This design comes from an exercise in tuning for small area on the open sky130 flow, not from production work.
The RTL was checked by simulation tests, not by an equivalence proof against the original design.

==> flow/design.v (excerpt) <==
module WaveGenerator #(N = 32, M = 16)(
  input clk,
  input rst,
  input chirp_reverse,             
  input [7:0] chirp_delay,         
  input [N-1:0] chirp_min_ctrl,    
  input [N-1:0] chirp_max_ctrl,    
  input [N-1:0] chirp_inc_rate,    
  input [N-1:0] chirp_div_rate,    
  output [M-1:0] waveform          
);
Size in the first run: ~1400 cells after synthesis, ~120 flip-flops, ~160 I/O pins, roughly 0.0089 mm² of cells after synthesis.
Settings: LEC_CHECK=0, CAP_MARGIN=20, CORE_MARGIN=2, CORE_UTILIZATION=40, SLEW_MARGIN=20; clock period 6.0 ns.
standard.sh (not shown) runs the stock make flow with config.mk's settings and CLKGATE_MAP_FILE= SYNTH_SCRIPT=/design/flow/synth_recipe.tcl, a recipe that flattens the netlist after the stock synthesis.
==> flow/flow/run.sh <==
#!/bin/bash
# Standard ORFS layout, with these changes:
#  - synthesis maps logic with an area-oriented ABC script (flow/abc.script)
#    and leaves adders as plain logic (no full/half-adder cells); registers
#    are the standard synthesis's (same passes up to mapping, same names)
#  - ports are buffered with the smallest buffer
set -u
W=$(pwd)
export MY_ABC_SCRIPT=$W/flow/abc.script
export MY_NO_FA=1
bash standard.sh SYNTH_SCRIPT=$W/flow/my_synth.tcl \
  BUFFER_PORTS_ARGS="-buffer_cell sky130_fd_sc_hd__buf_1" finish > standard.log 2>&1
==> flow/flow/abc.script <==
strash
dch
map -D 5000
topo
stime -c
==> flow/flow/my_synth.tcl <==
proc synth {args} { yosys synth -nofsm -noshare {*}$args }
if { [info exists ::env(MY_ABC_SCRIPT)] && $::env(MY_ABC_SCRIPT) ne "" } {
  proc abc {args} {
    set i [lsearch -exact $args -script]
    if { $i >= 0 } { set args [lreplace $args $i [expr {$i + 1}] -script $::env(MY_ABC_SCRIPT)] }
    set i [lsearch -exact $args -D]
    if { $i >= 0 && [info exists ::env(MY_ABC_D)] } { set args [lreplace $args $i [expr {$i + 1}] -D $::env(MY_ABC_D)] }
    puts "my abc: $args"
    yosys abc {*}$args
  }
}
if { [info exists ::env(MY_NO_FA)] && $::env(MY_NO_FA) eq "1" } {
  proc extract_fa {args} { puts "extract_fa skipped" }
}
source $::env(SCRIPTS_DIR)/synth.tcl
# left out here: clear keep_hierarchy, flatten, clean up, hide names made inside functions, write 1_2_yosys.v
Rerun with:
==> flow/flow/abc.script (replaced) <==
strash
dch
amap
topo
stime -c
=>
- With this change the flow produced a layout that fails on negative setup slack
- setup slack got worse by 2.4 ns
- first-iteration DRC count is higher to 3.3 times its value
- synthesized cell count is lower by 13%
- final area is higher by about 26%
- clock skew is higher by 0.013 ns


Setup of amber:
WaveGenerator, a different RTL version from the one above (not shown whole).
For scale: roughly 120 flip-flops, roughly 160 I/O pins, ~0.0089 sq mm of cells after synthesis.
## WaveGenerator
module WaveGenerator #(N = 32, M = 16)(
  input clk,
  input rst,
  input chirp_reverse,             
  input [7:0] chirp_delay,         
  input [N-1:0] chirp_min_ctrl,    
  input [N-1:0] chirp_max_ctrl,    
  input [N-1:0] chirp_inc_rate,    
  input [N-1:0] chirp_div_rate,    
  output [M-1:0] waveform          
);
Settings: LEC_CHECK=0, CAP_MARGIN=20, CORE_MARGIN=2, CORE_UTILIZATION=40, SETUP_SLACK_MARGIN=-1.0, SLEW_MARGIN=20; clock period 6.0 ns.
==> flow/flow/run.sh <==
#!/bin/bash
# Standard ORFS layout, with these changes:
#  - synthesis maps logic with an area-oriented ABC script (flow/abc.script)
#    and leaves adders as plain logic (no full/half-adder cells); registers
#    are the standard synthesis's (same passes up to mapping, same names)
#  - ports are buffered with the smallest buffer
set -u
W=$(pwd)
export MY_ABC_SCRIPT=$W/flow/abc.script
export MY_NO_FA=1
bash standard.sh SYNTH_SCRIPT=$W/flow/my_synth.tcl \
  BUFFER_PORTS_ARGS="-buffer_cell sky130_fd_sc_hd__buf_1" \
  CTS_ARGS="-sink_clustering_enable -repair_clock_nets -dont_use_dummy_load -buf_list sky130_fd_sc_hd__clkbuf_8" finish > standard.log 2>&1
==> flow/flow/abc.script <==
strash
ifraig
dch
map -D 5000
topo
upsize -c
dnsize -c
topo
stime -c
==> flow/flow/my_synth.tcl <==
proc synth {args} { yosys synth -nofsm -noshare {*}$args }
if { [info exists ::env(MY_ABC_SCRIPT)] && $::env(MY_ABC_SCRIPT) ne "" } {
  proc abc {args} {
    set i [lsearch -exact $args -script]
    if { $i >= 0 } { set args [lreplace $args $i [expr {$i + 1}] -script $::env(MY_ABC_SCRIPT)] }
    set i [lsearch -exact $args -D]
    if { $i >= 0 && [info exists ::env(MY_ABC_D)] } { set args [lreplace $args $i [expr {$i + 1}] -D $::env(MY_ABC_D)] }
    puts "my abc: $args"
    if { [info exists ::env(MY_ABC_KEEP_SCRIPT)] && [info exists ::env(SYNTH_KEEP_MODULES)] } {
      set kargs $args
      set i [lsearch -exact $kargs -script]
      set kargs [lreplace $kargs $i [expr {$i + 1}] -script $::env(MY_ABC_KEEP_SCRIPT)]
      foreach m $::env(SYNTH_KEEP_MODULES) {
        yosys abc {*}$kargs $m
      }
      yosys abc {*}$args $::env(DESIGN_NAME)
    } else {
      yosys abc {*}$args
    }
  }
}
if { [info exists ::env(MY_NO_FA)] && $::env(MY_NO_FA) eq "1" } {
  proc extract_fa {args} { puts "extract_fa skipped" }
}
source $::env(SCRIPTS_DIR)/synth.tcl
# left out here: clear keep_hierarchy, flatten, clean up, hide names made inside functions, write 1_2_yosys.v
The layout from amber, despite a flow that completed every stage, fails the layout checks, with the failing checks listed as negative setup slack.
### amber -> xenon
Settings: CTS_BUF_LIST newly set to sky130_fd_sc_hd__clkbuf_4 sky130_fd_sc_hd__clkbuf_8; SETUP_SLACK_MARGIN removed (was -1.0).
diff --git a/flow/flow/run.sh b/flow/flow/run.sh
--- a/flow/flow/run.sh
+++ b/flow/flow/run.sh
@@ -11,3 +11,2 @@
 bash standard.sh SYNTH_SCRIPT=$W/flow/my_synth.tcl \
-  BUFFER_PORTS_ARGS="-buffer_cell sky130_fd_sc_hd__buf_1" \
-  CTS_ARGS="-sink_clustering_enable -repair_clock_nets -dont_use_dummy_load -buf_list sky130_fd_sc_hd__clkbuf_8" finish > standard.log 2>&1
+  BUFFER_PORTS_ARGS="-buffer_cell sky130_fd_sc_hd__buf_1" finish > standard.log 2>&1
==> flow/flow/abc.script <==
strash
ifraig
dch
map -D 4500
topo
stime -c
diff --git a/flow/flow/my_synth.tcl b/flow/flow/my_synth.tcl
--- a/flow/flow/my_synth.tcl
+++ b/flow/flow/my_synth.tcl
@@ -8,13 +8,3 @@
     puts "my abc: $args"
-    if { [info exists ::env(MY_ABC_KEEP_SCRIPT)] && [info exists ::env(SYNTH_KEEP_MODULES)] } {
-      set kargs $args
-      set i [lsearch -exact $kargs -script]
-      set kargs [lreplace $kargs $i [expr {$i + 1}] -script $::env(MY_ABC_KEEP_SCRIPT)]
-      foreach m $::env(SYNTH_KEEP_MODULES) {
-        yosys abc {*}$kargs $m
-      }
-      yosys abc {*}$args $::env(DESIGN_NAME)
-    } else {
-      yosys abc {*}$args
-    }
+    yosys abc {*}$args
   }
--- outcome ---
- Per the final summary, xenon finished and its layout is clean on timing, DRC and antenna.
- Against amber, xenon comes in 2.0 points lower on sequential share of layout area.
- Between xenon and amber, area of all placed cells without fillers is higher for xenon, amber comes in under that.
- Post-detailed-route wirelength per cell grows slightly when moving from amber to xenon.
- xenon vs amber, timing endpoint of the critical path: Chirp0.nco_ctrl[7]$_SDFFE_PP0P_ vs Chirp0.rate_count_n[31]$_SDFF_PP1_
What yarrow does differently from xenon at the input level:
Settings: CTS_BUF_LIST removed (was sky130_fd_sc_hd__clkbuf_4 sky130_fd_sc_hd__clkbuf_8); CORE_UTILIZATION changed from 40 to 52.
diff --git a/flow/flow/run.sh b/flow/flow/run.sh
--- a/flow/flow/run.sh
+++ b/flow/flow/run.sh
@@ -11,2 +11,3 @@
 bash standard.sh SYNTH_SCRIPT=$W/flow/my_synth.tcl \
-  BUFFER_PORTS_ARGS="-buffer_cell sky130_fd_sc_hd__buf_1" finish > standard.log 2>&1
+  BUFFER_PORTS_ARGS="-buffer_cell sky130_fd_sc_hd__buf_1" \
+  CTS_ARGS="-sink_clustering_enable -repair_clock_nets -dont_use_dummy_load -buf_list sky130_fd_sc_hd__clkbuf_8" finish > standard.log 2>&1
==> flow/flow/abc.script <==
strash
ifraig
dch
map -D 5000
topo
upsize -c
dnsize -c
topo
stime -c
diff --git a/flow/flow/my_synth.tcl b/flow/flow/my_synth.tcl
--- a/flow/flow/my_synth.tcl
+++ b/flow/flow/my_synth.tcl
@@ -8,3 +8,13 @@
     puts "my abc: $args"
-    yosys abc {*}$args
+    if { [info exists ::env(MY_ABC_KEEP_SCRIPT)] && [info exists ::env(SYNTH_KEEP_MODULES)] } {
+      set kargs $args
+      set i [lsearch -exact $kargs -script]
+      set kargs [lreplace $kargs $i [expr {$i + 1}] -script $::env(MY_ABC_KEEP_SCRIPT)]
+      foreach m $::env(SYNTH_KEEP_MODULES) {
+        yosys abc {*}$kargs $m
+      }
+      yosys abc {*}$args $::env(DESIGN_NAME)
+    } else {
+      yosys abc {*}$args
+    }
   }
- On synthesized net count, the lower figure sits with xenon, not yarrow.
- Cmp yarrow and xenon / number of non-clock inverters in the layout / lower: xenon
- In the floorplan summary, yarrow is listed with a die area less than that of xenon.
- Complex-gate fraction of the synthesized area: yarrow < xenon
- Looking at final period demand of the worst path, yarrow sits below xenon.
- Summary of yarrow over xenon: routed length on met3 decreased 190 um, maximum frequency now sits higher, placer congestion estimate moved up, number of global-route vias before repair went down.

[port drivers added, routing unchanged]
No port has a modelled driver above. Below, the same layouts with a new extraction and two added sets of constraints. Step 1, drivers: a clkbuf_16 drives clk and a buf_2 each remaining input, both assumed. Step 2, shift: input delay + t, output delay - t, t = (earliest + latest rising clock arrival at the registers) / 2. This alone moves slack from input paths to output paths. Three values: ideal ports, drivers, drivers and shift; two values: the first two.
run | shift t [ns] | setup slack, ns | latest minus earliest clock arrival (ns) | worst data-port slew with drivers (ns) | cell pins on the clock port's net
the first run of note 1 | 0.459 | 0.420 / 0.411 / -0.048 | 0.008 / 0.008 | 0.08 | 1
the second run of note 1 | 0.486 | -1.933 / -1.933 / -2.221 | 0.020 / 0.021 | 0.10 | 1
amber | 0.471 | -0.012 / -0.012 / -0.151 | 0.039 / 0.039 | 0.12 | 1
xenon | 0.486 | 0.174 / 0.175 / -0.312 | 0.020 / 0.021 | 0.07 | 1
yarrow | 0.469 | 0.347 / 0.340 / -0.129 | 0.036 / 0.036 | 0.06 | 1
Met with ideal ports but missed after step 2: setup timing in the first run of note 1, xenon and yarrow. For xenon, which loses most, drivers alone change the setup slack by +0.001 ns; drivers and shift together by -0.486 ns.
